What follows belongs to an exercise in optimizing a design on an open flow for small area; a production flow would make more cautious choices.
In this exercise RTL edits were held to simulation tests only and were not proved equivalent to the original.
In every run shown here, the design's own scripts or RTL, not TritonCTS, make the clock network.
No driver is modelled on the clock port, so clock power and skew are understated where the tree is cut down; a real chip needs a root buffer or a tree.
Power and IR drop assume default switching activity.

==> design/flow/flow/run.sh <==
#!/bin/bash
# Own layout flow: the standard ORFS flow with these changes.
#  2. Port buffers are the smallest buffer (buf_1) instead of the default.
#  4. Buffers that synthesis put on pass-through wires are removed at
#     floorplan (REMOVE_ABC_BUFFERS); port buffering adds the port buffers.
# Every tool's full output goes to orfs/logs (ORFS's own per-step logs) and
# to make.log / def.log in this folder.
set -euo pipefail
W=$(pwd)
F=$W/flow

{
  echo 'proc abc {args} {'
  echo '  set i [lsearch $args -script]'
  echo "  if {\$i >= 0} { lset args [expr {\$i+1}] $F/area.abc }"
  echo '  yosys abc {*}$args'
  echo '}'
  cat "$W/synth_recipe.tcl"
} > "$W/own_synth.tcl"

export REMOVE_ABC_BUFFERS=1
export BUFFER_PORTS_ARGS="-buffer_cell sky130_fd_sc_hd__buf_1"
export PRE_CTS_TCL="$F/pre_cts.tcl"
export MY_CLKLEAVES=8 MY_CLKROOTS=1
export MY_CLKBUF=sky130_fd_sc_hd__clkbuf_8 MY_CLKROOTBUF=sky130_fd_sc_hd__clkbuf_8
export POST_CTS_TCL="$F/post_cts.tcl"
export CTS_ARGS="-sink_clustering_enable -repair_clock_nets -dont_use_dummy_load -buf_list {sky130_fd_sc_hd__clkbuf_4}"

make -C "$FLOW_HOME" DESIGN_CONFIG="$W/config.mk" WORK_HOME="$W/orfs" CLKGATE_MAP_FILE= \
  SYNTH_SCRIPT="$W/own_synth.tcl" finish > "$W/make.log" 2>&1

R=$W/orfs/results/sky130hd/riscv8bit/base
: # left out here: write the final layout as DEF
==> design/flow/standard.sh <==
#!/bin/bash
# synth_recipe.tcl (not shown) runs the flow's synth.tcl, then flattens the netlist and writes it again
# the make line also repeats each setting of config.mk as NAME=value (left out here)
make -C /OpenROAD-flow-scripts/flow DESIGN_CONFIG=/design/flow/config.mk WORK_HOME=/design/flow/orfs CLKGATE_MAP_FILE= SYNTH_SCRIPT=/design/flow/synth_recipe.tcl "${@:-finish}"
==> design/flow/design.v <==
`timescale 1ns / 1ps
module riscv8bit(
	output wire [7:0] data_from_ram,
	output wire mem_read_from_idandex,
	output wire mem_write_from_idandex,
	output wire [7:0] alu_result_from_idandex,
	output wire [7:0] write_data_to_memory,
	input wire [7:0] ram_data,
	output wire [7:0] pc_increment_address,
	input wire [15:0] instruction_input,
	input wire rst,
	input wire rst_registerfile,
	input wire clk
);
assign data_from_ram = ram_data;
reg [7:0] pc;
always @(posedge clk)
	pc <= rst ? 8'd0 : pc + 8'd1;
assign pc_increment_address = pc;
reg [7:0] s1_p, s1_a_n;  reg s1_c1, s1_ar;  reg [2:0] s1_rd;  reg s1_we, s1_m;
reg [7:0] s2_res_n, s2_a_n;  reg [2:0] s2_rd;  reg s2_we, s2_m;
reg       s2_v;
reg [7:0] s3_res, s3_a;  reg [2:0] s3_rd;  reg s3_we, s3_m;
wire s3_mr = s3_we & s3_m;
wire s3_mw = ~s3_we & s3_m;
reg [63:0] rf;
wire [7:0] wdata = s3_m ? ram_data : s3_res;
wire       wen   = s3_we & ~rst;
genvar gi;
generate
	for (gi = 0; gi < 8; gi = gi + 1) begin : g_rf
		wire sel  = wen & (s3_rd == gi);
		wire hold = ~sel & ~rst_registerfile;
		always @(posedge clk)
			rf[gi*8 +: 8] <= ({8{sel}} & wdata) | ({8{hold}} & rf[gi*8 +: 8]);
	end
endgenerate
wire [4:0] op = {instruction_input[15:14] & {2{~rst}}, instruction_input[13:11]};
wire [2:0] ra = instruction_input[10:8] & {3{~rst}};
wire [2:0] rb = instruction_input[7:5];
wire [7:0] k  = instruction_input[7:0];
reg [7:0] ra_q, rb_q;
integer i;
always @(*) begin
	ra_q = 8'd0;
	rb_q = 8'd0;
	for (i = 0; i < 8; i = i + 1) begin
		ra_q = ra_q | ({8{ra == i}} & rf[i*8 +: 8]);
		rb_q = rb_q | ({8{rb == i}} & rf[i*8 +: 8]);
	end
end
wire [7:0] a = ra_q & {8{~rst_registerfile}};
wire [7:0] b = op[4] ? (rb_q & {8{~rst_registerfile}}) : k;
wire is_i  = ~op[4] &  op[3];
wire is_r2 =  op[4] & ~op[3];
wire is_r1 =  op[4] &  op[3];
wire is_ir = is_i | is_r2;
wire f_arith = is_ir & (op[2:1] == 2'b00);
wire f_and   = is_ir & (op[2:0] == 3'b010);
wire f_or    = is_ir & (op[2:0] == 3'b011);
wire f_xor   = is_r2 & (op[2:0] == 3'b110);
wire f_b     = is_i  & op[2] & ~(op[1] & op[0]);
wire f_not   = is_r1 & (op[2:0] == 3'b100);
wire f_shl   = is_r1 & (op[2:0] == 3'b101);
wire f_shr   = is_r1 & (op[2:0] == 3'b110);
wire sub     = f_arith & op[0];
wire l0 = sub | f_not;                         
wire l1 = (f_arith & ~sub) | f_or | f_xor | f_b | f_not;  
wire l2 = (f_arith & ~sub) | f_or | f_xor;     
wire l3 = sub | f_and | f_or | f_b;            
wire [7:0] p;
genvar gk;
generate
	for (gk = 0; gk < 8; gk = gk + 1) begin : g_alu
		assign p[gk] = a[gk] ? (b[gk] ? l3 : l2) : (b[gk] ? l1 : l0);
	end
endgenerate
wire [7:0] pp = p | ({8{f_shl}} & {a[6:0], 1'b0})
                  | ({8{f_shr}} & {1'b0, a[7:1]});
wire       c1 = p[0] ? sub : (a[0] & f_arith);
wire [7:0] s1_a = ~s1_a_n;
wire [8:1] c;
assign c[1] = s1_c1;
generate
	for (gk = 1; gk < 8; gk = gk + 1) begin : g_carry
		assign c[gk+1] = s1_p[gk] ? c[gk] : (s1_a[gk] & s1_ar);
	end
endgenerate
wire [7:0] res = {s1_p[7:1] ^ c[7:1], s1_p[0]};
wire c_m  = is_i & op[2] & (op[1] ^ op[0]);    
wire c_we = (op[4] | op[3]) & ~(is_i & (op[2:0] == 3'b110));
always @(posedge clk) begin
	s1_p <= {pp[7:1], pp[0] ^ sub};  s1_c1 <= c1;  s1_ar <= f_arith;
	s1_a_n <= ~a;  s1_rd <= ra;
	s1_we  <= c_we; s1_m <= c_m;
	s2_res_n <= ~res; s2_a_n <= s1_a_n; s2_rd <= s1_rd;
	s2_we  <= s1_we;  s2_m <= s1_m;
	s2_v   <= ~rst;
	s3_rd  <= s2_rd;
	if (rst | ~s2_v) begin
		s3_res <= 8'd0; s3_a <= 8'd0;
		s3_we  <= 1'b0; s3_m <= 1'b0;
	end else begin
		s3_res <= ~s2_res_n; s3_a <= ~s2_a_n;
		s3_we  <= s2_we;  s3_m <= s2_m;
	end
end
assign alu_result_from_idandex = s3_res;
assign mem_read_from_idandex   = s3_mr;
assign mem_write_from_idandex  = s3_mw;
assign write_data_to_memory    = s3_a;
endmodule
==> design/flow/flow/pre_cts.tcl <==
proc mcts_env {name default} {
  if {[info exists ::env($name)]} { return $::env($name) }
  return $default
}
set mcts_leaf_cell [mcts_env MY_CLKBUF sky130_fd_sc_hd__clkbuf_4]
set mcts_root_cell [mcts_env MY_CLKROOTBUF sky130_fd_sc_hd__clkbuf_4]
set mcts_leaves [mcts_env MY_CLKLEAVES 8]
set mcts_roots [mcts_env MY_CLKROOTS 2]

set block [ord::get_db_block]
set clknet [$block findNet clk]
set sinks {}
foreach it [$clknet getITerms] {
  set bb [[$it getInst] getBBox]
  lappend sinks [list $it [expr {([$bb xMin] + [$bb xMax]) / 2}] [expr {([$bb yMin] + [$bb yMax]) / 2}]]
}
proc mcts_halves {lst axis} {
  set s [lsort -integer -index [expr {$axis + 1}] $lst]
  set h [expr {[llength $s] / 2}]
  return [list [lrange $s 0 [expr {$h - 1}]] [lrange $s $h end]]
}
set groups [list $sinks]
set axis 1
while {[llength $groups] < $mcts_leaves} {
  set axis [expr {1 - $axis}]
  set ng {}
  foreach g $groups { foreach h [mcts_halves $g $axis] { lappend ng $h } }
  set groups $ng
}
proc mcts_buffer {block master name innet pins} {
  # pins: list of {iterm x y}; returns {x y} of the new buffer
  set buf [odb::dbInst_create $block $master $name]
  set net [odb::dbNet_create $block "${name}_net"]
  $net setSigType CLOCK
  [$buf findITerm A] connect $innet
  [$buf findITerm X] connect $net
  set sx 0; set sy 0
  foreach s $pins {
    set it [lindex $s 0]
    $it disconnect
    $it connect $net
    incr sx [lindex $s 1]; incr sy [lindex $s 2]
  }
  set n [llength $pins]
  set x [expr {$sx / $n}]; set y [expr {$sy / $n}]
  $buf setLocation $x $y
  $buf setPlacementStatus PLACED
  puts "manual clock tree: $name ([$master getName]) drives $n pins"
  return [list [$buf findITerm A] $x $y]
}
set leaf_master [[ord::get_db] findMaster $mcts_leaf_cell]
set root_master [[ord::get_db] findMaster $mcts_root_cell]
set leafpins {}
set i 0
foreach g $groups {
  lappend leafpins [mcts_buffer $block $leaf_master "clkbuf_leaf$i" $clknet $g]
  incr i
}
if {$mcts_roots > 0} {
  set per [expr {[llength $leafpins] / $mcts_roots}]
  for {set r 0} {$r < $mcts_roots} {incr r} {
    mcts_buffer $block $root_master "clkbuf_root$r" $clknet [lrange $leafpins [expr {$r * $per}] [expr {($r + 1) * $per - 1}]]
  }
}
global_connect
rename clock_tree_synthesis mcts_unused_clock_tree_synthesis
proc clock_tree_synthesis {args} { puts "clock_tree_synthesis skipped: manual clock tree in place" }
==> design/flow/constraint.sdc <==
create_clock -name core_clock -period 5.0 [get_ports {clk}]
set_input_delay 1.0000 -clock core_clock [delete_from_list [all_inputs] [get_ports {clk}]]
set_output_delay 1.0000 -clock core_clock [all_outputs]
set_load 0.01 [all_outputs]
==> design/flow/flow/area.abc <==
strash
dc2
&get -n
&st
&dch -f
&nf -R 2000 -C 30
&put
==> design/flow/flow/post_cts.tcl <==
set target [expr {[info exists ::env(MY_CLK_SLEW_TARGET)] ? $::env(MY_CLK_SLEW_TARGET) : 0.115}]
set root_target [expr {[info exists ::env(MY_CLK_ROOT_SLEW_TARGET)] ? $::env(MY_CLK_ROOT_SLEW_TARGET) : 0.300}]
set_propagated_clock [all_clocks]
estimate_parasitics -placement
set changed 0
foreach inst [get_cells clkbuf_*] {
  set cell [get_name [get_lib_cells -of_objects $inst]]
  set bigger [dict create sky130_fd_sc_hd__clkbuf_1 sky130_fd_sc_hd__clkbuf_2 sky130_fd_sc_hd__clkbuf_2 sky130_fd_sc_hd__clkbuf_4 sky130_fd_sc_hd__clkbuf_4 sky130_fd_sc_hd__clkbuf_8 sky130_fd_sc_hd__clkbuf_8 sky130_fd_sc_hd__clkbuf_16]
  if {![dict exists $bigger $cell]} { continue }
  set worst 0
  set limit $target
  foreach out [get_pins -of_objects $inst -filter "direction==output"] {
    foreach p [get_pins -of_objects [get_nets -of_objects $out] -filter "direction==input"] {
      if {[get_property $p lib_pin_name] != "CLK"} { set limit $root_target }
      set s [get_property $p slew_max]
      if {$s > $worst} { set worst $s }
    }
  }
  if {$worst > $limit} {
    puts "clock buffer [get_name $inst]: load slew $worst > $limit, $cell -> [dict get $bigger $cell]"
    replace_cell $inst [dict get $bigger $cell]
    incr changed
  }
}
if {$changed > 0} {
  detailed_placement
  estimate_parasitics -placement
}
==> design/flow/config.mk <==
export PLATFORM = sky130hd
export DESIGN_NAME = riscv8bit
export DESIGN_NICKNAME = riscv8bit
export VERILOG_FILES = /design/flow/design.v
export SDC_FILE = /design/flow/constraint.sdc
export NUM_CORES = 4
export LEC_CHECK = 0
export ABC_AREA = 1
export CAP_MARGIN = 20
export CORE_MARGIN = 2
export CORE_UTILIZATION = 60
export GPL_TIMING_DRIVEN = 0
export SLEW_MARGIN = 20
==> summary.md, run 1 <==
| Metric | Value |
|---|---|
| Post-route clock period utilization | `89.9%` |
| Worst vdd ir | `0.283 mV` |
| Global route overflow | `0` |
| Worst r2r src | `s1_ar$_DFF_P_` |
| Met2 usage | `48.1%` |
| Clk pin slew, worst setup/hold paths | `0.11 ns` |
| NumNets Final | `652` |
| Gpl congestion | `0.953` |
| Met3 Resource Use GR | `4.89%` |
| Worst reg-to-reg path cell count | `10` |
| Worst setup endpoint | `s1_p[0]$_DFF_P_` |
| Final setup viols | `0` |
| Clock latency on the worst-skew pair | `0.41 ns` |
| Most common cell after layout, fill and taps aside | `dfxtp_1` |
| Drt initial violations | `956` |
| Sequential area share after synthesis | `53.1%` |
| Via count | `4,722` |
| ANT nets after route | `0` |
| Kind of critical path | `input pin to flop` |
| FFs w/ async S/R, synth | `0%` |
| Critical Path Source | `rst` |
| Die Ht | `97.2 um` |
| Initial antenna violation count | `0` |
| Layout area overhead | `8.75%` |
| Core Area | `8300 um2` |
| Top-area cell type share of the netlist area | `53.1%` |
| Drt drc | `0` |
| Max Fclk | `222 MHz` |
| Worst slew margin | `18.1%` |
| # rows | `33` |
| Layout Cells excl Fill | `719` |
| Hpwl dp | `10.0 mm` |
| Routed WL | `14.6 mm` |
| Worst r2r dst | `s2_res_n[7]$_DFF_P_` |
| Netlist cell types | `32` |
| Share of post-route cells with drive strength above 1 | `2.61%` |
| Max-cap viol count | `0` |
| Setup crit start kind | `input pin` |
| First-pass GRT wire length | `23.1 mm` |
| GRT busiest layer | `met2` |
| Power per cell area | `307 nW/um2` |
| Slew Limit Fails | `0` |
| Yosys top cell by area | `dfxtp_1` |
| Post-Synthesis Cell Area | `5210 um2` |
| Commonest cells after routing, fill and taps aside | `dfxtp_1 (138), nand2_1 (92), o21ai_0 (85)` |
| M1 GR Usage | `42.5%` |
| Fin Setup TNS | `0 ns` |
| Synth Area per Inst | `9.41 um2` |
| Run status | `no timing/DRC/antenna violations` |
| #FFs+latches synth | `138` |
| Leading post-synthesis cells by cell area | `dfxtp_1 (53%), o21ai_0 (8.2%), nand2_1 (6.6%)` |
| WP data required | `5.32 ns` |
| EDFF count, synth | `0` |
| Starting Density | `62.7%` |
| Vias in the first global route | `4,392` |
| Warnings from Yosys | `1` |
| Maximum fanout along the worst path | `13` |
| DIE AREA | `9440 um2` |
| # port buffers | `60` |
| DRT Pass-1 Iters | `10` |
| Post-Route Skew | `0.0176 ns` |
| Flop2flop setup slack | `2.69 ns` |
| Routed len/inst | `20.3 um` |
| Final core utilization | `68.2%` |
| Final Hold Viols | `0` |
| Arrival @ worst endpoint | `4.82 ns` |
| Hold Crit Class | `flop to flop` |
| Pin count of the biggest net entering global routing | `19` |
| Post-synth top flop | `dfxtp_1` |
| All-Layer GR Usage | `30.2%` |
| Slew @ Worst Pin | `1.22 ns` |
| Crit end category | `flop` |
| Horiz. Die Dim | `97.2 um` |
| Vias per std cell | `6.57` |
| I/O pin cnt | `61` |
| Inst Count DP | `710` |
| Post-synthesis cell count | `553` |
| Min cycle time layout | `4.50 ns` |
| Leakage | `1.90 nW` |
| RSZ-0062 raised after global routing | `no` |
| Diodes inserted | `0` |
through the flow:
step           power, mW  hold WS, ns  cell area (um2)  setup slack [ns]
6_report            1.74        0.340             5660             0.503
5_1_grt             1.80        0.355             5660             0.242
3_3_place_gp        1.28        0.310             5500             0.307
3_5_place_dp        1.28        0.314             5530             0.208
2_1_floorplan       1.22        0.310             5150              1.76
registers in the layout, indices dropped and copies added, names as in the netlist, 3 cells and up:
name	flops
s1_p	8
s2_rd	3
rf	64
s1_rd	3
s2_a_n	8
s2_res_n	8
s3_a	8
pc	8
s3_rd	3
s3_res	8
s1_a_n	8
per-layer routing:
metal  up-vias  wire length [um]  share of wire (%)
met3        58              1920                 13
li1       2176                 -                  -
met4         0               501                3.4
met5         -                 0                  0
met1      2160              5860                 40
met2       328              6300                 43
synthesized netlist by cell type (2+ instances only):
master	number
a21oi_1	28
a221oi_1	9
a222oi_1	29
a22o_1	2
a22oi_1	15
a31oi_1	25
and2_0	2
and3_1	11
and3b_1	4
and4_1	2
buf_4	8
clkinv_1	15
dfxtp_1	138
ha_1	9
mux2i_1	11
nand2_1	92
nand2b_1	3
nand3_1	6
nor2_1	20
nor2b_1	9
nor3_1	6
nor3b_1	9
o21a_1	2
o21ai_0	85
xnor2_1	5
xor2_1	2
power breakdown:
| group | total (mW) | leakage (nW) | switching, mW | internal [mW] |
|---|---|---|---|---|
| sequential | 1.14 | 1.12 | 0.0140 | 1.12 |
| clock | 0.477 | 0.0647 | 0.314 | 0.163 |
| combinational | 0.123 | 0.713 | 0.0900 | 0.0330 |
logic make-up after synthesis:
group	share of synthesized area, %
xor+xnor	1.18
mux	2.33
buf+inv	2.24
compound gates	24.1
simple gates	14.9
flops	53.1
fa+ha+maj	2.16
worst min path at each step:
stage                                   end              start  slack (ns)  depth (start not counted)
after floorplan           s2_a_n[0]$_DFF_P_  s1_a_n[0]$_DFF_P_        0.31                          0
after global placement     s2_rd[1]$_DFF_P_   s1_rd[1]$_DFF_P_        0.31                          0
after detailed placement   s3_rd[0]$_DFF_P_   s2_rd[0]$_DFF_P_        0.31                          0
after global routing       s2_rd[2]$_DFF_P_   s1_rd[2]$_DFF_P_        0.36                          0
final                      s2_rd[1]$_DFF_P_   s1_rd[1]$_DFF_P_        0.34                          0
layout make-up:
| cell class | count | area (um2) |
|---|---|---|
| inverters | 15 | 56.3 |
| repair buffers | 60 | 225 |
| multi-input cells | 392 | 2360 |
| plain buffers | 9 | 124 |
| flip-flops and latches | 138 | 2760 |
| fillers | 694 | 2640 |
| well taps | 105 | 131 |
critical path: stages:
cell	delay, ns
buf_1	0.43
clkinv_1	0.43
nand2_1	0.46
ha_1	0.31
nor2b_1	0.16
nand2_1	0.11
clkinv_1	0.11
a21oi_1	0.67
nand3_1	0.42
mux2i_1	0.24
nand2_1	0.09
a22oi_1	0.20
xor2_1	0.20
==> run 2: changes to the inputs <==
--- a/design/flow/config.mk
+++ b/design/flow/config.mk
@@ -8,6 +8,6 @@
 export ABC_AREA = 1
 export CAP_MARGIN = 20
 export CORE_MARGIN = 2
-export CORE_UTILIZATION = 60
+export CORE_UTILIZATION = 72
 export GPL_TIMING_DRIVEN = 0
 export SLEW_MARGIN = 20
==> run 2 against run 1 <==
Net effect: first-iteration DRC count rose by 8.6%; cell area is 0.11% lower; utilization up 14 points; routed wire length up 3.2%; via count increased by 3.5%; critical path depth unchanged; global-route usage up 7.5 points; hold slack worse by 0.0042 ns; synthesized area stayed put; setup slack better by 0.0086 ns; sequential cell count is the same.
==> summary.md, run 2 <==
| Metric | Value |
|---|---|
| Share of post-route cells with drive strength above 1 | `2.77%` |
| DIE AREA | `7930 um2` |
| Run status | `no timing/DRC/antenna violations` |
| Clock latency on the worst-skew pair | `0.41 ns` |
| Gpl congestion | `0.959` |
| Worst reg-to-reg path cell count | `10` |
| Top reg by flops | `rf` |
| Most common cell after layout, fill and taps aside | `dfxtp_1` |
| Top-area cell type share of the netlist area | `53.1%` |
| Min cycle time layout | `4.49 ns` |
| RSZ-0062 raised after global routing | `no` |
| Hold depth | `0` |
| Top cells by count, synth | `dfxtp_1 (138), nand2_1 (92), o21ai_0 (85)` |
| Worst slew margin | `19.2%` |
| Hpwl dp | `10.2 mm` |
| Max Fclk | `223 MHz` |
| Crit end category | `flop` |
| Power per cell area | `309 nW/um2` |
| Drt drc | `0` |
| Slew @ Worst Pin | `1.21 ns` |
| Post-Route Skew | `0.0167 ns` |
| Leakage | `1.90 nW` |
| NumNets Final | `652` |
| Core Area | `6910 um2` |
| EDFF count, synth | `0` |
| Most frequent CP cell | `nand2_1` |
| # port buffers | `60` |
| WP buf/inv | `3` |
| Worst vdd ir | `0.285 mV` |
| Drt initial violations | `1,038` |
| Kind of critical path | `input pin to flop` |
| Crit-path cells | `buf_1 > clkinv_1 > nand2_1 > ha_1 > nor2b_1 > nand2_1 > clkinv_1 > a21oi_1 > nand3_1 > mux2i_1 > nand2_1 > a22oi_1 > xor2_1` |
| Leading post-synthesis cells by cell area | `dfxtp_1 (53%), o21ai_0 (8.2%), nand2_1 (6.6%)` |
| Layout area overhead | `8.63%` |
| WP depth | `13` |
| Hold Crit Class | `flop to flop` |
| Max-cap viol count | `0` |
| Initial antenna violation count | `0` |
| Via count | `4,888` |
| Register area | `2760 um2` |
| # rows | `30` |
| Filler Cells Inserted | `469` |
| FFs w/ async S/R, synth | `0%` |
| I/O pin cnt | `61` |
| Final Power | `1.75 mW` |
| Vias per std cell | `6.88` |
| Final core utilization | `81.9%` |
| Critical path's slowest cell | `a21oi_1` |
| WP data required | `5.34 ns` |
| Diodes inserted | `0` |
| Area after DPL | `5530 um2` |
| CP top delay family | `simple AND/OR/NAND/NOR gates` |
| Slew Limit Fails | `0` |
| Routed WL | `15.0 mm` |
| Count leader, synth | `dfxtp_1` |
| Final Hold Viols | `0` |
| Die Ht | `89.0 um` |
| Maximum fanout along the worst path | `13` |
| Warnings from Yosys | `1` |
| Synth Area per Inst | `9.41 um2` |
| CP peak stage delay | `0.63 ns` |
| First-pass GRT wire length | `22.8 mm` |
| Arrival @ worst endpoint | `4.82 ns` |
| Area occupied by multi-input gates | `2370 um2` |
| Post-Synthesis Cell Area | `5210 um2` |
| #FFs+latches synth | `138` |
| Post-synth top flop | `dfxtp_1` |
| ANT nets after route | `0` |
| Pin count of the biggest net entering global routing | `19` |
| Vias in the first global route | `4,508` |
| All-Layer GR Usage | `37.8%` |
| Design area | `5660 um2` |
| Commonest cells after routing, fill and taps aside | `dfxtp_1 (138), nand2_1 (92), o21ai_0 (85)` |
| Clk pin slew, worst setup/hold paths | `0.10 ns` |
| PnR worst setup slack | `0.512 ns` |
| Global route overflow | `0` |
| Horiz. Die Dim | `89.0 um` |
| Setup crit start kind | `input pin` |
| Starting Density | `75.4%` |
| Largest register FFs | `64` |
| Netlist cell types | `32` |
| Post-route clock period utilization | `89.8%` |
| Yosys top cell by area | `dfxtp_1` |
| DRT Pass-1 Iters | `9` |
| Final setup viols | `0` |
| Fin Setup TNS | `0 ns` |
| Post-synthesis cell count | `553` |
| Worst slack, placed | `0.291 ns` |
| Routed len/inst | `21.2 um` |
| Sequential area share after synthesis | `53.1%` |
==> run 2: cell counts after synthesis <==
No cell type changed its count.
==> run 2: worst paths after layout <==
path | start | slack (ns) | end
max | rst | 0.51 | s1_p[0]$_DFF_P_
min | s1_rd[1]$_DFF_P_ | 0.34 | s2_rd[1]$_DFF_P_
max reg2reg | s1_ar$_DFF_P_ | 2.62 | s2_res_n[7]$_DFF_P_
min reg2reg | s1_rd[1]$_DFF_P_ | 0.34 | s2_rd[1]$_DFF_P_
==> run 2: worst register-to-register path: cells and delay by family, from the launching register on <==
kind / cells / cell delay (ns)
xor+xnor: 1 / 0.13
simple gates: 3 / 0.49
flops: 1 / 0.40
compound gates: 4 / 0.73
mux: 2 / 0.52
==> run 2: stage by stage <==
step | hold WS (ns) | cells
floorplan | 0.310 | 545
global placement | 0.310 | 701
detailed placement | 0.312 | 701
global route | 0.342 | 710
finish | 0.335 | 710
==> run 2: routing by layer <==
metal | track usage, % | vias up | part of all wire, %
met5 | 0 | - | 0
met4 | 16.6 | 0 | 5.5
met3 | 9.70 | 97 | 15
met2 | 61.3 | 430 | 44
met1 | 48.0 | 2183 | 35
li1 | - | 2178 | -
==> run 2: power breakdown <==
| group | switching [mW] | internal [mW] | total, mW |
|---|---|---|---|
| Combinational | 0.0935 | 0.0333 | 0.127 |
| Sequential | 0.0153 | 1.12 | 1.14 |
| Clock | 0.318 | 0.163 | 0.482 |
| Total | 0.427 | 1.32 | 1.75 |
==> run 2: kinds of logic after synthesis <==
group                    after synthesis  share of synthesized area (%)
AO/OA/AOI/OAI                        197                           24.1
AND/OR/NAND/NOR                      167                           14.9
flip-flops                           138                           53.1
buffers and inverters                 23                           2.24
multiplexers                          12                           2.33
adder cells (fa/ha/maj)                9                           2.16
XOR/XNOR                               7                           1.18
==> run 2: final cells by class <==
cell class	instances	area share (%)
Sequential cell	138	48.8
Multi-Input combinational cell	392	41.9
Timing Repair Buffer	60	3.98
Buffer	9	2.19
Tap cell	96	2.12
Inverter	15	0.996
==> run 3: changes to the inputs <==
--- a/design/flow/config.mk
+++ b/design/flow/config.mk
@@ -8,6 +8,6 @@
 export ABC_AREA = 1
 export CAP_MARGIN = 20
 export CORE_MARGIN = 2
-export CORE_UTILIZATION = 72
+export CORE_UTILIZATION = 65
 export GPL_TIMING_DRIVEN = 0
 export SLEW_MARGIN = 20
==> run 3 against run 2 <==
Net effect: hold slack worse by 0.0088 ns; via count down 2.6%; power down 0.29%; clock skew up 0.0035 ns; global-route usage down 4.6 points; utilization down 8.7 points; combinational power about the same; routed wire length down 1.0%; die area up 10%; critical path type unchanged; critical endpoint unchanged; highest routed layer unchanged.
==> summary.md, run 3 <==
| Metric | Value |
|---|---|
| Run status | `no timing/DRC/antenna violations` |
| Hpwl dp | `10.2 mm` |
| Vias per std cell | `6.65` |
| Worst slew margin | `22.8%` |
| Most common cell after layout, fill and taps aside | `dfxtp_1` |
| Largest register FFs | `64` |
| Design area | `5660 um2` |
| NumNets Final | `652` |
| Area occupied by multi-input gates | `2360 um2` |
| Pin count of the biggest net entering global routing | `19` |
| Register area | `2760 um2` |
| Filler Cells Inserted | `603` |
| # port buffers | `60` |
| Share of post-route cells with drive strength above 1 | `2.61%` |
| Routed len/inst | `20.8 um` |
| Post-Route Skew | `0.0202 ns` |
| Warnings from Yosys | `1` |
| Area after DPL | `5510 um2` |
| Post-Synthesis Cell Area | `5210 um2` |
| Post-synth top flop | `dfxtp_1` |
| Drt drc | `0` |
| Netlist cell types | `32` |
| #FFs+latches synth | `138` |
| Slew @ Worst Pin | `1.15 ns` |
| Die Ht | `93.5 um` |
| Crit end category | `flop` |
| Diodes inserted | `0` |
| Fin Setup TNS | `0 ns` |
| I/O pin cnt | `61` |
| Final Hold Viols | `0` |
| # rows | `32` |
| Starting Density | `67.4%` |
| RSZ-0062 raised after global routing | `no` |
| Top-area cell type share of the netlist area | `53.1%` |
| Max-cap viol count | `0` |
| Max Fclk | `219 MHz` |
| Global route overflow | `0` |
| All-Layer GR Usage | `33.2%` |
| Power per cell area | `308 nW/um2` |
| Sequential area share after synthesis | `53.1%` |
| EDFF count, synth | `0` |
| Clk pin slew, worst setup/hold paths | `0.11 ns` |
| Final core utilization | `73.2%` |
| Top cells by count, synth | `dfxtp_1 (138), nand2_1 (92), o21ai_0 (85)` |
| Layout area overhead | `8.68%` |
| Setup crit start kind | `input pin` |
| FFs w/ async S/R, synth | `0%` |
| Worst vdd ir | `0.286 mV` |
| Final setup viols | `0` |
| WP data required | `5.32 ns` |
| Core Area | `7730 um2` |
| Leakage | `1.90 nW` |
| Via count | `4,763` |
| Yosys top cell by area | `dfxtp_1` |
| Post-synthesis cell count | `553` |
| ANT nets after route | `0` |
| DIE AREA | `8740 um2` |
| Count leader, synth | `dfxtp_1` |
| Gpl congestion | `0.973` |
| Leading post-synthesis cells by cell area | `dfxtp_1 (53%), o21ai_0 (8.2%), nand2_1 (6.6%)` |
| Min cycle time layout | `4.56 ns` |
| Kind of critical path | `input pin to flop` |
| Clock latency on the worst-skew pair | `0.40 ns` |
| Maximum fanout along the worst path | `13` |
| Routed WL | `14.9 mm` |
| Commonest cells after routing, fill and taps aside | `dfxtp_1 (138), nand2_1 (92), o21ai_0 (85)` |
| Post-route clock period utilization | `91.1%` |
| DRT Pass-1 Iters | `8` |
| Horiz. Die Dim | `93.5 um` |
| Top reg by flops | `rf` |
| Hold Crit Class | `flop to flop` |
| First-pass GRT wire length | `22.9 mm` |
| Vias in the first global route | `4,371` |
| Initial antenna violation count | `0` |
| Synth Area per Inst | `9.41 um2` |
| Arrival @ worst endpoint | `4.88 ns` |
| Slew Limit Fails | `0` |
| Drt initial violations | `754` |
## run 3: logic make-up (layout without fill, tap and decap cells)
group           Yosys count  in the layout  synth area share [%]
xor+xnor                  7              7                  1.18
simple gates            167            167                  14.9
compound gates          197            197                  24.1
buf+inv                  23             84                  2.24
flops                   138            138                  53.1
mux                      12             12                  2.33
fa+ha+maj                 9              9                  2.16
## run 3: metal layers
layer	global-route usage, %	vias to the layer above	wire length, um
met3	6.93	71	1760
met1	43.4	2146	5710
met5	0	-	0
met2	52.6	357	6740
met4	15.6	0	682
li1	-	2189	-
## run 3: path summary, 6_finish.rpt
| check | end | start | slack [ns] | depth (start not counted) |
|---|---|---|---|---|
| worst max-delay path | s1_p[0]$_DFF_P_ | rst | 0.44 | 13 |
| worst max register to register | s2_res_n[7]$_DFF_P_ | s1_ar$_DFF_P_ | 2.67 | 10 |
| worst min-delay path | s3_rd[2]$_DFF_P_ | s2_rd[2]$_DFF_P_ | 0.33 | 0 |
| worst min register to register | s3_rd[2]$_DFF_P_ | s2_rd[2]$_DFF_P_ | 0.33 | 0 |
## run 3: layout make-up
class                           instances  share of cell area (%)
Sequential cell                       138                    48.8
Buffer                                  9                    2.19
Multi-Input combinational cell        392                    41.8
Inverter                               15                   0.995
Timing Repair Buffer                   60                    3.98
Tap cell                              102                    2.26
## run 3: where the power goes
| group | switching [mW] | internal, mW | leakage (nW) |
|---|---|---|---|
| combinational | 0.0907 | 0.0330 | 0.713 |
| clock | 0.317 | 0.164 | 0.0647 |
| sequential | 0.0142 | 1.12 | 1.12 |
| total | 0.422 | 1.32 | 1.90 |
## run 3: worst max-delay path, cell delays in order
cell and delay [ns]:
buf_1 0.44, clkinv_1 0.43, nand2_1 0.49, ha_1 0.32
nor2b_1 0.15, nand2_1 0.11, clkinv_1 0.12, a21oi_1 0.65
nand3_1 0.44, mux2i_1 0.26, nand2_1 0.09, a22oi_1 0.19
xor2_1 0.18
## run 3: per-stage QoR
| step | total power, mW | hold WS, ns | setup WS, ns | instances |
|---|---|---|---|---|
| floorplan | 1.22 | 0.310 | 1.76 | 545 |
| global placement | 1.27 | 0.310 | 0.245 | 707 |
| detailed placement | 1.28 | 0.315 | 0.219 | 707 |
| global route | 1.79 | 0.350 | 0.280 | 716 |
| finish | 1.74 | 0.327 | 0.443 | 716 |
==> run 4: changes to the inputs <==
--- a/design/flow/design.v
+++ b/design/flow/design.v
@@ -39,18 +39,17 @@
 wire [2:0] ra = instruction_input[10:8] & {3{~rst}};
 wire [2:0] rb = instruction_input[7:5];
 wire [7:0] k  = instruction_input[7:0];
-reg [7:0] ra_q, rb_q;
-integer i;
-always @(*) begin
-	ra_q = 8'd0;
-	rb_q = 8'd0;
-	for (i = 0; i < 8; i = i + 1) begin
-		ra_q = ra_q | ({8{ra == i}} & rf[i*8 +: 8]);
-		rb_q = rb_q | ({8{rb == i}} & rf[i*8 +: 8]);
+wire [7:0] sa, sb;
+genvar gs;
+generate
+	for (gs = 0; gs < 8; gs = gs + 1) begin : g_sel
+		assign sa[gs] = (ra == gs) & ~rst_registerfile;
+		assign sb[gs] = (rb == gs) & ~rst_registerfile & op[4];
 	end
-end
-wire [7:0] a = ra_q & {8{~rst_registerfile}};
-wire [7:0] b = op[4] ? (rb_q & {8{~rst_registerfile}}) : k;
+endgenerate
+wire [7:0] a, b;
+rf_sel_a u_sel_a(.rf(rf), .s(sa), .y(a));
+rf_sel u_sel_b(.rf(rf), .s(sb), .ks(~op[4]), .k(k), .y(b));
 wire is_i  = ~op[4] &  op[3];
 wire is_r2 =  op[4] & ~op[3];
 wire is_r1 =  op[4] &  op[3];
@@ -110,3 +109,29 @@
 assign mem_write_from_idandex  = s3_mw;
 assign write_data_to_memory    = s3_a;
 endmodule
+module rf_sel(
+	input wire [63:0] rf,
+	input wire [7:0] s,
+	input wire ks,
+	input wire [7:0] k,
+	output reg [7:0] y
+);
+integer i;
+always @(*) begin
+	y = {8{ks}} & k;
+	for (i = 0; i < 8; i = i + 1)
+		y = y | ({8{s[i]}} & rf[i*8 +: 8]);
+end
+endmodule
+module rf_sel_a(
+	input wire [63:0] rf,
+	input wire [7:0] s,
+	output reg [7:0] y
+);
+integer i;
+always @(*) begin
+	y = 8'd0;
+	for (i = 0; i < 8; i = i + 1)
+		y = y | ({8{s[i]}} & rf[i*8 +: 8]);
+end
+endmodule
--- a/design/flow/flow/run.sh
+++ b/design/flow/flow/run.sh
@@ -18,6 +18,7 @@
   cat "$W/synth_recipe.tcl"
 } > "$W/own_synth.tcl"
 
+export ADDER_MAP_FILE=
 export REMOVE_ABC_BUFFERS=1
 export BUFFER_PORTS_ARGS="-buffer_cell sky130_fd_sc_hd__buf_1"
 export PRE_CTS_TCL="$F/pre_cts.tcl"
--- a/design/flow/config.mk
+++ b/design/flow/config.mk
@@ -11,3 +11,5 @@
 export CORE_UTILIZATION = 65
 export GPL_TIMING_DRIVEN = 0
 export SLEW_MARGIN = 20
+export SYNTH_HIERARCHICAL = 1
+export SYNTH_MINIMUM_KEEP_SIZE = 0
==> run 4 against run 3 <==
Net effect: clock skew shrank 0.0013 ns; largest cell class unchanged; critical endpoint unchanged; sequential power is essentially flat; maximum frequency grew 9.6%; cell area shrank 2.7%; still clean on timing, DRC and antenna; synthesized area shrank 3.0%; clock power is essentially flat; critical path depth shrank 3.
==> summary.md, run 4 <==
| Metric | Value |
|---|---|
| RSZ-0062 raised after global routing | `no` |
| Maximum fanout along the worst path | `11` |
| #FFs+latches synth | `138` |
| Min cycle time layout | `4.16 ns` |
| Pin count of the biggest net entering global routing | `19` |
| Kind of critical path | `input pin to flop` |
| Initial antenna violation count | `0` |
| Slew Limit Fails | `0` |
| Top cells by count, synth | `dfxtp_1 (138), nand2_1 (94), o21ai_0 (80)` |
| Setup crit start kind | `input pin` |
| Clk pin slew, worst setup/hold paths | `0.11 ns` |
| Max-cap viol count | `0` |
| Leakage | `1.82 nW` |
| Synth Area per Inst | `9.22 um2` |
| WP data required | `5.33 ns` |
| NumNets Final | `639` |
| Post-synth top flop | `dfxtp_1` |
| Final core utilization | `72.4%` |
| Fin Setup TNS | `0 ns` |
| EDFF count, synth | `0` |
| ANT nets after route | `0` |
| Post-Synthesis Cell Area | `5050 um2` |
| Worst vdd ir | `0.257 mV` |
| Die Ht | `92.2 um` |
| Clock latency on the worst-skew pair | `0.40 ns` |
| Drt initial violations | `750` |
| Crit end category | `flop` |
| Layout Cells excl Fill | `712` |
| Final Power | `1.70 mW` |
| Slew @ Worst Pin | `1.04 ns` |
| Final Hold Viols | `0` |
| DRT Pass-1 Iters | `11` |
| Area after DPL | `5380 um2` |
| Inst Count DP | `703` |
| Largest register FFs | `64` |
| Power per cell area | `309 nW/um2` |
| Post-route clock period utilization | `83.2%` |
| Vias per std cell | `6.50` |
| Diodes inserted | `0` |
| First-pass GRT wire length | `22.6 mm` |
| Worst slack, placed | `0.690 ns` |
| Critical path's slowest cell | `nor2_1` |
| I/O pin cnt | `61` |
| Via count | `4,630` |
| Global route overflow | `0` |
| Vias in the first global route | `4,429` |
| Sequential area share after synthesis | `54.7%` |
| Run status | `no timing/DRC/antenna violations` |
| Drt drc | `0` |
| Routed len/inst | `20.5 um` |
| All-Layer GR Usage | `34.1%` |
| CP peak stage delay | `0.66 ns` |
| Netlist cell types | `31` |
| Starting Density | `66.4%` |
| Warnings from Yosys | `9` |
| Post-Route Skew | `0.0189 ns` |
| Leading post-synthesis cells by cell area | `dfxtp_1 (55%), o21ai_0 (7.9%), a222oi_1 (7.1%)` |
| PnR worst setup slack | `0.842 ns` |
| DIE AREA | `8490 um2` |
| Arrival @ worst endpoint | `4.49 ns` |
| CP top delay family | `simple AND/OR/NAND/NOR gates` |
| Post-synthesis cell count | `548` |
| FFs w/ async S/R, synth | `0%` |
| Layout area overhead | `9.04%` |
| Max Fclk | `240 MHz` |
| Commonest cells after routing, fill and taps aside | `dfxtp_1 (138), nand2_1 (94), o21ai_0 (80)` |
| Count leader, synth | `dfxtp_1` |
| Gpl congestion | `0.991` |
| Yosys top cell by area | `dfxtp_1` |
| Core Area | `7610 um2` |
| # port buffers | `60` |
| Top-area cell type share of the netlist area | `54.7%` |
| Share of post-route cells with drive strength above 1 | `2.79%` |
| Hold slack | `0.321 ns` |
| Top reg by flops | `rf` |
| Hold Crit Class | `flop to flop` |
| Area occupied by multi-input gates | `2210 um2` |
| Routed WL | `14.6 mm` |
| Hpwl dp | `10.3 mm` |
| Filler Cells Inserted | `616` |
| Crit-path cells | `buf_1 > nor2b_1 > clkinv_1 > or3_1 > nor2_1 > a222oi_1 > nand3_1 > o21ai_0 > a22oi_1 > xor2_1` |
| WP buf/inv | `2` |
| Design area | `5510 um2` |
| Most common cell after layout, fill and taps aside | `dfxtp_1` |
| Worst slew margin | `30.5%` |
| Register area | `2760 um2` |
| Final setup viols | `0` |
| # rows | `32` |
| Horiz. Die Dim | `92.2 um` |
[run 4: cell types whose count changed in the layout (fill, tap and decap cells not counted), sizes merged, moves of 6 or more]
cell | before | now
a221oi | 9 | 0
a222oi | 29 | 36
a31oi | 25 | 2
ha | 9 | 0
nand3 | 6 | 23
nor2 | 20 | 33
o211ai | 0 | 6
[run 4: final timing paths]
check             slack [ns]             endpoint              from  cells past startpoint
setup / recovery        0.84      s1_p[0]$_DFF_P_               rst                     10
hold / removal          0.32     s3_rd[1]$_DFF_P_  s2_rd[1]$_DFF_P_                      0
setup reg to reg        2.79  s2_res_n[7]$_DFF_P_     s1_ar$_DFF_P_                     10
hold reg to reg         0.32     s3_rd[1]$_DFF_P_  s2_rd[1]$_DFF_P_                      0
[run 4: layer usage]
metal,up-vias,part of all wire [%],global-route usage [%]
met4,0,5.1,12.7
met5,-,0,0
li1,2141,-,-
met2,302,45,57.7
met1,2115,37,43.6
met3,72,13,6.33
[run 4: worst reg2reg max path, cell delays in order, from the launching register on]
cell	delay, ns
dfxtp_1	0.37
nor3b_1	0.16
a21oi_1	0.20
mux2i_1	0.15
nand2_1	0.09
o21ai_0	0.12
and2_0	0.19
o21ai_0	0.20
o21ai_0	0.18
mux2_1	0.34
xnor2_1	0.12
[run 4: kinds of logic (layout without fill, tap and decap cells)]
kind of cell / count (synthesis) / count (layout) / share of synthesized area, %
AO/OA/AOI/OAI: 172 / 172 / 22.2
buffers and inverters: 22 / 84 / 2.23
multiplexers: 10 / 10 / 2.01
XOR/XNOR: 7 / 7 / 1.21
flip-flops: 138 / 138 / 54.7
AND/OR/NAND/NOR: 199 / 199 / 17.7
[run 4: area by class of cell]
class                      instances  area share [%]
inverter                          14           0.954
sequential                       138            50.2
buffer                             9            2.25
timing repair buffer              61            4.18
multi-input combinational        388            40.1
tap                              102            2.32
[run 4: power by group]
group	leakage [nW]	internal, mW	switching (mW)
clock	0.0647	0.164	0.316
sequential	1.12	1.12	0.0101
combinational	0.633	0.0282	0.0716
[run 4: per-module statistics from Yosys (local to each module, per instance)]
module	area, um2	times used	cells inside	flip-flops and latches
rf_sel_a	270	1	36	0
riscv8bit	4500	1	480	138
rf_sel	280	1	32	0
==> run 5: changes to the inputs <==
==> design/flow/flow/area.abc (replaced) <==
strash
dc2
&get -n
&st
&dch -f
&nf -R 1000
&put
==> run 5 against run 4 <==
Net effect: die area increased by 0.17%; sequential power about the same; clock skew up 0.00083 ns; global-route usage shrank 3.4 points; synthesized cell count increased by 0.18%; routed wire length shrank 9.7%; cell area down 0.30%; power shrank 1.0%; largest power group unchanged; setup slack worse by 0.062 ns; combinational power shrank 6.3%.
==> summary.md, run 5 <==
| Metric | Value |
|---|---|
| Die Ht | `92.2 um` |
| Final Hold Viols | `0` |
| Area occupied by multi-input gates | `2200 um2` |
| Max-cap viol count | `0` |
| Routed WL | `13.2 mm` |
| Register area | `2760 um2` |
| I/O pin cnt | `61` |
| Horiz. Die Dim | `92.2 um` |
| Drt initial violations | `534` |
| Yosys top cell by area | `dfxtp_1` |
| Via count | `4,495` |
| Routed len/inst | `18.5 um` |
| #FFs+latches synth | `138` |
| All-Layer GR Usage | `30.7%` |
| Setup crit start kind | `input pin` |
| Run status | `no timing/DRC/antenna violations` |
| Maximum fanout along the worst path | `11` |
| PnR worst setup slack | `0.779 ns` |
| Clock share of power | `27.8%` |
| Final Power | `1.69 mW` |
| Top cells by count, synth | `dfxtp_1 (138), nand2_1 (94), o21ai_0 (80)` |
| Crit end category | `flop` |
| Inst Count DP | `703` |
| Clock latency on the worst-skew pair | `0.39 ns` |
| Gpl congestion | `0.897` |
| Filler Cells Inserted | `599` |
| Sequential power share | `66.7%` |
| RSZ-0062 raised after global routing | `no` |
| Clk pin slew, worst setup/hold paths | `0.10 ns` |
| Largest register FFs | `64` |
| Netlist cell types | `33` |
| Arrival @ worst endpoint | `4.54 ns` |
| Sw power | `0.380 mW` |
| Share of post-route cells with drive strength above 1 | `1.97%` |
| Top reg by flops | `rf` |
| Slew @ Worst Pin | `1.15 ns` |
| Vias in the first global route | `4,194` |
| Worst vdd ir | `0.216 mV` |
| NumNets Final | `639` |
| DIE AREA | `8510 um2` |
| Switching share of total power | `22.5%` |
| FFs w/ async S/R, synth | `0%` |
| Int Power | `1.31 mW` |
| Post-route clock period utilization | `84.4%` |
| First-pass GRT wire length | `21.0 mm` |
| Post-synth top flop | `dfxtp_1` |
| Final core utilization | `71.8%` |
| ANT nets after route | `0` |
| WP data required | `5.32 ns` |
| Fin Setup TNS | `0 ns` |
| Hold Crit Class | `flop to flop` |
| Combinational Power Share | `5.5%` |
| Min cycle time layout | `4.22 ns` |
| Diodes inserted | `0` |
| Kind of critical path | `input pin to flop` |
| Most common cell after layout, fill and taps aside | `dfxtp_1` |
| Hpwl dp | `9.83 mm` |
| # port buffers | `60` |
| Global route overflow | `0` |
| # rows | `32` |
| Starting Density | `66.2%` |
| Post-synthesis cell count | `549` |
| Synth Area per Inst | `9.22 um2` |
| Worst slew margin | `22.4%` |
| Initial antenna violation count | `0` |
| DRT Pass-1 Iters | `8` |
| Max Fclk | `237 MHz` |
| Flop2flop setup slack | `2.65 ns` |
| Drt drc | `0` |
| Post-Route Skew | `0.0197 ns` |
| Pin count of the biggest net entering global routing | `19` |
| Core Area | `7650 um2` |
| Power per cell area | `307 nW/um2` |
| Worst slack, placed | `0.595 ns` |
| Vias per std cell | `6.31` |
| Count leader, synth | `dfxtp_1` |
| Slew Limit Fails | `0` |
| Sequential area share after synthesis | `54.6%` |
| Final setup viols | `0` |
| Layout area overhead | `8.53%` |
| Commonest cells after routing, fill and taps aside | `dfxtp_1 (138), nand2_1 (94), o21ai_0 (80)` |
| Warnings from Yosys | `9` |
| Leading post-synthesis cells by cell area | `dfxtp_1 (55%), o21ai_0 (7.9%), nand2_1 (7.0%)` |
| Post-Synthesis Cell Area | `5060 um2` |
| Top-area cell type share of the netlist area | `54.6%` |
| EDFF count, synth | `0` |
| Layout Cells excl Fill | `712` |
| Leakage | `1.82 nW` |
[run 5: cell types whose count changed after synthesis, sizes merged]
cell    previous run  this run
a22oi             17        12
a221oi             0         4
a22o               0         4
nand3             23        26
nand4              5         2
a222oi            36        34
[run 5: final timing paths]
kind,depth (start not counted),to,from
worst max register to register,10,s2_res_n[7]$_DFF_P_,s1_ar$_DFF_P_
worst max-delay path,10,s1_p[0]$_DFF_P_,rst
worst min-delay path,0,s2_rd[0]$_DFF_P_,s1_rd[0]$_DFF_P_
worst min register to register,0,s2_rd[0]$_DFF_P_,s1_rd[0]$_DFF_P_
[run 5: area by class of cell]
class	instances	share of cell area [%]
Timing Repair Buffer	60	4.10
Sequential cell	138	50.3
Tap cell	102	2.32
Inverter	14	0.957
Multi-Input combinational cell	389	40.1
Buffer	9	2.26
[run 5: routing by layer]
metal	part of all wire [%]	vias up	GRT usage (%)
met5	0	-	0
met3	9.2	29	3.45
met1	41	2077	40.7
met4	1.8	0	7.21
met2	48	241	54.0
li1	-	2148	-
[run 5: logic make-up (layout without fill, tap and decap cells)]
group / Yosys count / after routing / share of synthesized area, %
AO/OA/AOI/OAI: 173 / 173 / 22.4
XOR/XNOR: 7 / 7 / 1.21
buffers and inverters: 22 / 83 / 2.23
flip-flops: 138 / 138 / 54.6
multiplexers: 10 / 10 / 2.00
AND/OR/NAND/NOR: 199 / 199 / 17.6
[run 5: worst max-delay path: stages]
cell,delay [ns]
buf_1,0.20
nor2b_1,0.45
clkinv_1,0.48
or3_1,0.51
nor3_1,0.90
a222oi_1,0.16
nand3_1,0.22
o21ai_0,0.18
a22oi_1,0.26
xor2_1,0.17
[run 5: modules after synthesis, one instance, submodules excluded]
module     times used  area, um2  flip-flops and latches
rf_sel_a            1        279                       0
rf_sel              1        280                       0
riscv8bit           1       4500                     138
[run 5: stage by stage]
step,hold WS [ns],area [um2]
after floorplan,0.310,5000
after global routing,0.342,5490
after global placement,0.311,5350
after detailed placement,0.312,5360
final,0.335,5490
[run 5: power groups by stage]
stage,Sequential (mW),Combinational (mW),Clock [mW]
after floorplan,1.15,0.0494,0
after detailed placement,1.15,0.0912,0
final,1.13,0.0935,0.468
after global placement,1.15,0.0878,0
after global routing,1.13,0.103,0.514
==> run 6: changes to the inputs <==
--- a/design/flow/flow/run.sh
+++ b/design/flow/flow/run.sh
@@ -25,7 +25,6 @@
 export MY_CLKLEAVES=8 MY_CLKROOTS=1
 export MY_CLKBUF=sky130_fd_sc_hd__clkbuf_8 MY_CLKROOTBUF=sky130_fd_sc_hd__clkbuf_8
 export POST_CTS_TCL="$F/post_cts.tcl"
-export CTS_ARGS="-sink_clustering_enable -repair_clock_nets -dont_use_dummy_load -buf_list {sky130_fd_sc_hd__clkbuf_4}"
 
 make -C "$FLOW_HOME" DESIGN_CONFIG="$W/config.mk" WORK_HOME="$W/orfs" CLKGATE_MAP_FILE= \
   SYNTH_SCRIPT="$W/own_synth.tcl" finish > "$W/make.log" 2>&1
--- a/design/flow/config.mk
+++ b/design/flow/config.mk
@@ -8,7 +8,7 @@
 export ABC_AREA = 1
 export CAP_MARGIN = 20
 export CORE_MARGIN = 2
-export CORE_UTILIZATION = 65
+export CORE_UTILIZATION = 60
 export GPL_TIMING_DRIVEN = 0
 export SLEW_MARGIN = 20
 export SYNTH_HIERARCHICAL = 1
==> run 6 against run 5 <==
Net effect: still clean; first-iteration DRC count fell by 13%; setup slack better by 0.12 ns; global-route usage down 2.8 points; critical path type unchanged; largest cell class unchanged; largest power group unchanged; highest routed layer unchanged.
==> summary.md, run 6 <==
| Metric | Value |
|---|---|
| Run status | `no timing/DRC/antenna violations` |
| Min cycle time layout | `4.10 ns` |
| Hold slack | `0.334 ns` |
| Filler Cells Inserted | `723` |
| Post-synthesis cell count | `549` |
| Slew @ Worst Pin | `1.14 ns` |
| EDFF count, synth | `0` |
| DRT Pass-1 Iters | `6` |
| FFs w/ async S/R, synth | `0%` |
| Top cells by count, synth | `dfxtp_1 (138), nand2_1 (94), o21ai_0 (80)` |
| Arrival @ worst endpoint | `4.38 ns` |
| Max-cap viol count | `0` |
| WP data required | `5.28 ns` |
| ANT nets after route | `0` |
| Worst vdd ir | `0.275 mV` |
| Fin Setup TNS | `0 ns` |
| Synth Area per Inst | `9.22 um2` |
| Vias in the first global route | `4,105` |
| # rows | `33` |
| Diodes inserted | `0` |
| Via count | `4,471` |
| # port buffers | `60` |
| Crit-path cells | `buf_1 > nor2b_1 > clkinv_1 > or3_1 > nor3_1 > a222oi_1 > nand3_1 > a21oi_1 > o21ai_0 > a22oi_1 > xor2_1` |
| WP buf/inv | `2` |
| Largest register FFs | `64` |
| Leakage | `1.82 nW` |
| Post-Route Skew | `0.0169 ns` |
| CP peak stage delay | `0.86 ns` |
| Hpwl dp | `9.51 mm` |
| Commonest cells after routing, fill and taps aside | `dfxtp_1 (138), nand2_1 (94), o21ai_0 (80)` |
| Routed len/inst | `17.8 um` |
| Most common cell after layout, fill and taps aside | `dfxtp_1` |
| Post-route clock period utilization | `82.0%` |
| Power per cell area | `309 nW/um2` |
| Count leader, synth | `dfxtp_1` |
| Drt drc | `0` |
| Critical path's slowest cell | `nor3_1` |
| Global route overflow | `0` |
| Final setup viols | `0` |
| Kind of critical path | `input pin to flop` |
| Routed WL | `12.7 mm` |
| Vias per std cell | `6.25` |
| Post-Synthesis Cell Area | `5060 um2` |
| Die Ht | `95.8 um` |
| Pin count of the biggest net entering global routing | `19` |
| Horiz. Die Dim | `95.8 um` |
| First-pass GRT wire length | `20.4 mm` |
| CP top delay family | `simple AND/OR/NAND/NOR gates` |
| Clk pin slew, worst setup/hold paths | `0.10 ns` |
| Yosys top cell by area | `dfxtp_1` |
| Share of post-route cells with drive strength above 1 | `1.97%` |
| Top-area cell type share of the netlist area | `54.6%` |
| Starting Density | `61.9%` |
| Post-synth top flop | `dfxtp_1` |
| Hold Crit Class | `flop to flop` |
| Slew Limit Fails | `0` |
| Warnings from Yosys | `9` |
| Sequential area share after synthesis | `54.6%` |
| #FFs+latches synth | `138` |
| Gpl congestion | `0.898` |
| Core Area | `8180 um2` |
| I/O pin cnt | `61` |
| Netlist cell types | `33` |
| Leading post-synthesis cells by cell area | `dfxtp_1 (55%), o21ai_0 (7.9%), nand2_1 (7.0%)` |
| Setup crit start kind | `input pin` |
| Layout area overhead | `8.61%` |
| Top reg by flops | `rf` |
| All-Layer GR Usage | `27.9%` |
| DIE AREA | `9180 um2` |
| Initial antenna violation count | `0` |
| Final Hold Viols | `0` |
| Worst slew margin | `23.5%` |
| NumNets Final | `639` |
| Crit end category | `flop` |
| Maximum fanout along the worst path | `11` |
| Max Fclk | `244 MHz` |
| Drt initial violations | `465` |
| Area after DPL | `5360 um2` |
| Clock latency on the worst-skew pair | `0.40 ns` |
| RSZ-0062 raised after global routing | `no` |
| Design area | `5500 um2` |
==> run 6: cell counts after synthesis <==
No cell type changed its count.
==> run 6: cells by family (layout without fill, tap and decap cells) <==
logic type / count (synthesis) / after routing / share of synthesized area (%)
xor gates and xnor gates: 7 / 7 / 1.21
and+or+nand+nor: 199 / 199 / 17.6
muxes: 10 / 10 / 2.00
AOI/OAI and AO/OA: 173 / 173 / 22.4
buffers and inverters: 22 / 83 / 2.23
DFF: 138 / 138 / 54.6
==> run 6: stage by stage <==
stage | utilization, % | worst slack (ns) | instances | total power, mW
finish | 67.2 | 0.900 | 715 | 1.70
global route | 67.2 | 0.803 | 715 | 1.75
detailed placement | 65.6 | 0.677 | 706 | 1.24
global placement | 65.5 | 0.738 | 706 | 1.24
floorplan | - | 1.81 | 541 | 1.20
==> run 6: layout make-up <==
| type | instances | area, um2 | area share [%] |
|---|---|---|---|
| Buffer | 9 | 124 | 2.25 |
| Inverter | 14 | 52.6 | 0.956 |
| Multi-Input combinational cell | 389 | 2200 | 40.0 |
| Sequential cell | 138 | 2760 | 50.3 |
| Tap cell | 105 | 131 | 2.39 |
| Timing Repair Buffer | 60 | 225 | 4.10 |
==> run 6: power by group <==
group | switching [mW] | internal (mW)
clock network | 0.314 | 0.164
logic | 0.0649 | 0.0280
registers | 0.00972 | 1.12
==> run 6: final timing paths <==
check | cells past startpoint | end | slack, ns | start
max | 11 | s1_p[0]$_DFF_P_ | 0.90 | rst
min | 0 | s3_rd[0]$_DFF_P_ | 0.33 | s2_rd[0]$_DFF_P_
max reg2reg | 10 | s2_res_n[7]$_DFF_P_ | 2.74 | s1_ar$_DFF_P_
min reg2reg | 0 | s3_rd[0]$_DFF_P_ | 0.33 | s2_rd[0]$_DFF_P_
==> run 6: routing by layer <==
metal	GRT usage, %	vias to the layer above	routed length, um
met3	4.31	43	1180
met4	7.98	0	350
met1	36.8	2051	5300
met5	0	-	0
li1	-	2145	-
met2	47.6	232	5870
==> run 6: per-module statistics from Yosys, one instance, submodules excluded <==
| module | times used | cells inside |
|---|---|---|
| rf_sel_a | 1 | 37 |
| rf_sel | 1 | 32 |
| riscv8bit | 1 | 480 |
==> run 7: changes to the inputs <==
--- a/design/flow/config.mk
+++ b/design/flow/config.mk
@@ -8,7 +8,7 @@
 export ABC_AREA = 1
 export CAP_MARGIN = 20
 export CORE_MARGIN = 2
-export CORE_UTILIZATION = 60
+export CORE_UTILIZATION = 70
 export GPL_TIMING_DRIVEN = 0
 export SLEW_MARGIN = 20
 export SYNTH_HIERARCHICAL = 1
==> run 7 against run 6 <==
Net effect: utilization up 12 points; clock skew down 0.0029 ns; setup slack worse by 0.15 ns; largest cell class unchanged; cell area down 0.30%; clock power about the same; die area down 14%; power up 0.14%; global-route usage up 6.8 points; highest routed layer unchanged.
==> summary.md, run 7 <==
| Metric | Value |
|---|---|
| Horiz. Die Dim | `89.0 um` |
| Worst setup endpoint | `s1_p[0]$_DFF_P_` |
| Slew @ Worst Pin | `1.25 ns` |
| Yosys top cell by area | `dfxtp_1` |
| Initial antenna violation count | `0` |
| All-Layer GR Usage | `34.7%` |
| Run status | `no timing/DRC/antenna violations` |
| Warnings from Yosys | `9` |
| Netlist cell types | `33` |
| Worst vdd ir | `0.285 mV` |
| Highest routed layer | `met4` |
| Hpwl dp | `9.96 mm` |
| Starting Density | `73.3%` |
| First-pass GRT wire length | `21.6 mm` |
| Synth Area per Inst | `9.22 um2` |
| Die Ht | `89.0 um` |
| Clk pin slew, worst setup/hold paths | `0.10 ns` |
| Diodes inserted | `0` |
| Kind of critical path | `input pin to flop` |
| Largest register FFs | `64` |
| Worst r2r src | `s1_ar$_DFF_P_` |
| #FFs+latches synth | `138` |
| Critical Path Source | `rst` |
| Count leader, synth | `dfxtp_1` |
| Via count | `4,711` |
| DRT Pass-1 Iters | `10` |
| Filler Cells Inserted | `489` |
| Vias per std cell | `6.67` |
| Met3 routed WL | `1.73 mm` |
| Setup crit start kind | `input pin` |
| Top cells by count, synth | `dfxtp_1 (138), nand2_1 (94), o21ai_0 (80)` |
| Layout area overhead | `8.28%` |
| Hold depth | `0` |
| Global route overflow | `0` |
| Metal-1 WL | `5.23 mm` |
| Min cycle time layout | `4.25 ns` |
| Most common cell after layout, fill and taps aside | `dfxtp_1` |
| Routed WL | `13.9 mm` |
| Register area | `2760 um2` |
| Clock latency on the worst-skew pair | `0.39 ns` |
| Post-Synthesis Cell Area | `5060 um2` |
| Final Hold Viols | `0` |
| Leakage | `1.82 nW` |
| # rows | `30` |
| FFs w/ async S/R, synth | `0%` |
| Worst reg-to-reg path cell count | `10` |
| # port buffers | `60` |
| Arrival @ worst endpoint | `4.52 ns` |
| Slew Limit Fails | `0` |
| Hold slack | `0.335 ns` |
| I/O pin cnt | `61` |
| ANT nets after route | `0` |
| WP data required | `5.28 ns` |
| Vias in the first global route | `4,362` |
| Worst slew margin | `16.0%` |
| EDFF count, synth | `0` |
| Share of post-route cells with drive strength above 1 | `1.80%` |
| Commonest cells after routing, fill and taps aside | `dfxtp_1 (138), nand2_1 (94), o21ai_0 (80)` |
| Post-route clock period utilization | `85.0%` |
| Gpl congestion | `0.991` |
| DIE AREA | `7920 um2` |
| Drt initial violations | `744` |
| Post-Route Skew | `0.0141 ns` |
| Core Area | `6910 um2` |
| Pin count of the biggest net entering global routing | `19` |
| Fin Setup TNS | `0 ns` |
| Routed len/inst | `19.7 um` |
| Max-cap viol count | `0` |
| NumNets Final | `639` |
| RSZ-0062 raised after global routing | `no` |
| Power per cell area | `310 nW/um2` |
| Max Fclk | `235 MHz` |
| Maximum fanout along the worst path | `11` |
| Flop2flop setup slack | `2.58 ns` |
| Area occupied by multi-input gates | `2190 um2` |
| Post-synthesis cell count | `549` |
| Met2 routed WL | `6.42 mm` |
| Top reg by flops | `rf` |
| Sequential area share after synthesis | `54.6%` |
| Hold Crit Class | `flop to flop` |
| Leading post-synthesis cells by cell area | `dfxtp_1 (55%), o21ai_0 (7.9%), nand2_1 (7.0%)` |
| Post-synth top flop | `dfxtp_1` |
| Worst r2r dst | `s2_res_n[7]$_DFF_P_` |
| Drt drc | `0` |
| Top-area cell type share of the netlist area | `54.6%` |
| Crit end category | `flop` |
| Final setup viols | `0` |
-- run 7: changes by cell type in the layout (fill, tap and decap cells not counted) --
cell,change
nor3_1,+1
nor3_2,-1
-- run 7: worst max-delay path, stage by stage --
cell and delay, ns:
buf_1 0.21, nor2b_1 0.44, clkinv_1 0.48, or3_1 0.51, nor3_1 0.97, a222oi_1 0.15, nand3_1 0.23, a21oi_1 0.09
o21ai_0 0.14, a22oi_1 0.13, xor2_1 0.16
-- run 7: layer usage --
| layer | vias to the layer above | track usage [%] |
|---|---|---|
| met2 | 362 | 58.3 |
| li1 | 2139 | - |
| met5 | - | 0 |
| met3 | 56 | 7.20 |
| met1 | 2154 | 44.8 |
| met4 | 0 | 11.9 |
-- run 7: worst min-delay path by stage --
stage	from	to	slack, ns
after floorplan	s1_a_n[0]$_DFF_P_	s2_a_n[0]$_DFF_P_	0.31
after global placement	s1_m$_DFF_P_	s2_m$_DFF_P_	0.31
after detailed placement	s1_a_n[0]$_DFF_P_	s2_a_n[0]$_DFF_P_	0.31
after global routing	s1_a_n[0]$_DFF_P_	s2_a_n[0]$_DFF_P_	0.34
final	s1_a_n[0]$_DFF_P_	s2_a_n[0]$_DFF_P_	0.34
-- run 7: cell families after synthesis --
group / Yosys count / synth area share, %
simple gates: 199 / 17.6
compound gates: 173 / 22.4
mux: 10 / 2.00
xor+xnor: 7 / 1.21
flops: 138 / 54.6
buf+inv: 22 / 2.23
-- run 7: layout make-up --
type	instances	share of cell area, %
flip-flops and latches	138	50.4
multi-input cells	389	40.1
repair buffers	60	4.11
plain buffers	9	2.26
well taps	96	2.19
inverters	14	0.959
-- run 7: per-module statistics from Yosys, one instance, submodules excluded --
| module | copies in the design | area, um2 |
|---|---|---|
| riscv8bit | 1 | 4500 |
| rf_sel | 1 | 280 |
| rf_sel_a | 1 | 279 |
-- run 7: through the flow --
stage	setup WS, ns	util, %	power, mW	cell area [um2]	instances
floorplan	1.81	-	1.20	5000	541
global placement	0.716	77.4	1.24	5350	697
detailed placement	0.639	77.5	1.24	5350	697
global route	0.710	79.3	1.74	5480	706
finish	0.751	79.3	1.70	5480	706
-- run 7: power breakdown --
group / internal, mW / switching [mW] / leakage [nW]
combinational: 0.0278 / 0.0678 / 0.634
sequential: 1.12 / 0.0109 / 1.12
clock: 0.164 / 0.312 / 0.0647
total: 1.31 / 0.391 / 1.82

-- separate check: timing with driven ports --
No port has a modelled driver above. Below, the same layouts with a new extraction and two added sets of constraints.
Step 1 (the two cells are an assumption about what drives the block):
set clk [get_ports {clk}]
set_driving_cell -lib_cell sky130_fd_sc_hd__clkbuf_16 $clk
set_driving_cell -lib_cell sky130_fd_sc_hd__buf_2 [delete_from_list [all_inputs] $clk]
Step 2, shift: input delay + t, output delay - t, t = (earliest + latest rising clock arrival at the registers) / 2. This alone moves slack from input paths to output paths.
a / b / c = ideal / step 1 / step 2; a / b = the first two.
| run | shift t [ns] | setup WS [ns] | worst setup path after step 2 | slew at the worst register clock pin (ns) | worst slew at a driven data input, ns |
|---|---|---|---|---|---|
| run 1 | 0.436 | 0.503 / 0.512 / 0.076 | input to register | 0.11 / 0.11 | 0.05 |
| run 2 | 0.432 | 0.512 / 0.521 / 0.089 | input to register | 0.11 / 0.11 | 0.05 |
| run 3 | 0.423 | 0.443 / 0.447 / 0.024 | input to register | 0.12 / 0.12 | 0.05 |
| run 4 | 0.424 | 0.842 / 0.852 / 0.427 | input to register | 0.11 / 0.11 | 0.04 |
| run 5 | 0.414 | 0.779 / 0.795 / 0.381 | input to register | 0.11 / 0.11 | 0.04 |
| run 6 | 0.424 | 0.900 / 0.913 / 0.489 | input to register | 0.11 / 0.11 | 0.03 |
| run 7 | 0.416 | 0.751 / 0.763 / 0.346 | input to register | 0.11 / 0.11 | 0.04 |
After both steps setup and hold are still met in every run listed. The setup slack of run 1, which loses most, moves by +0.009 ns with the drivers and by -0.427 ns with both steps.
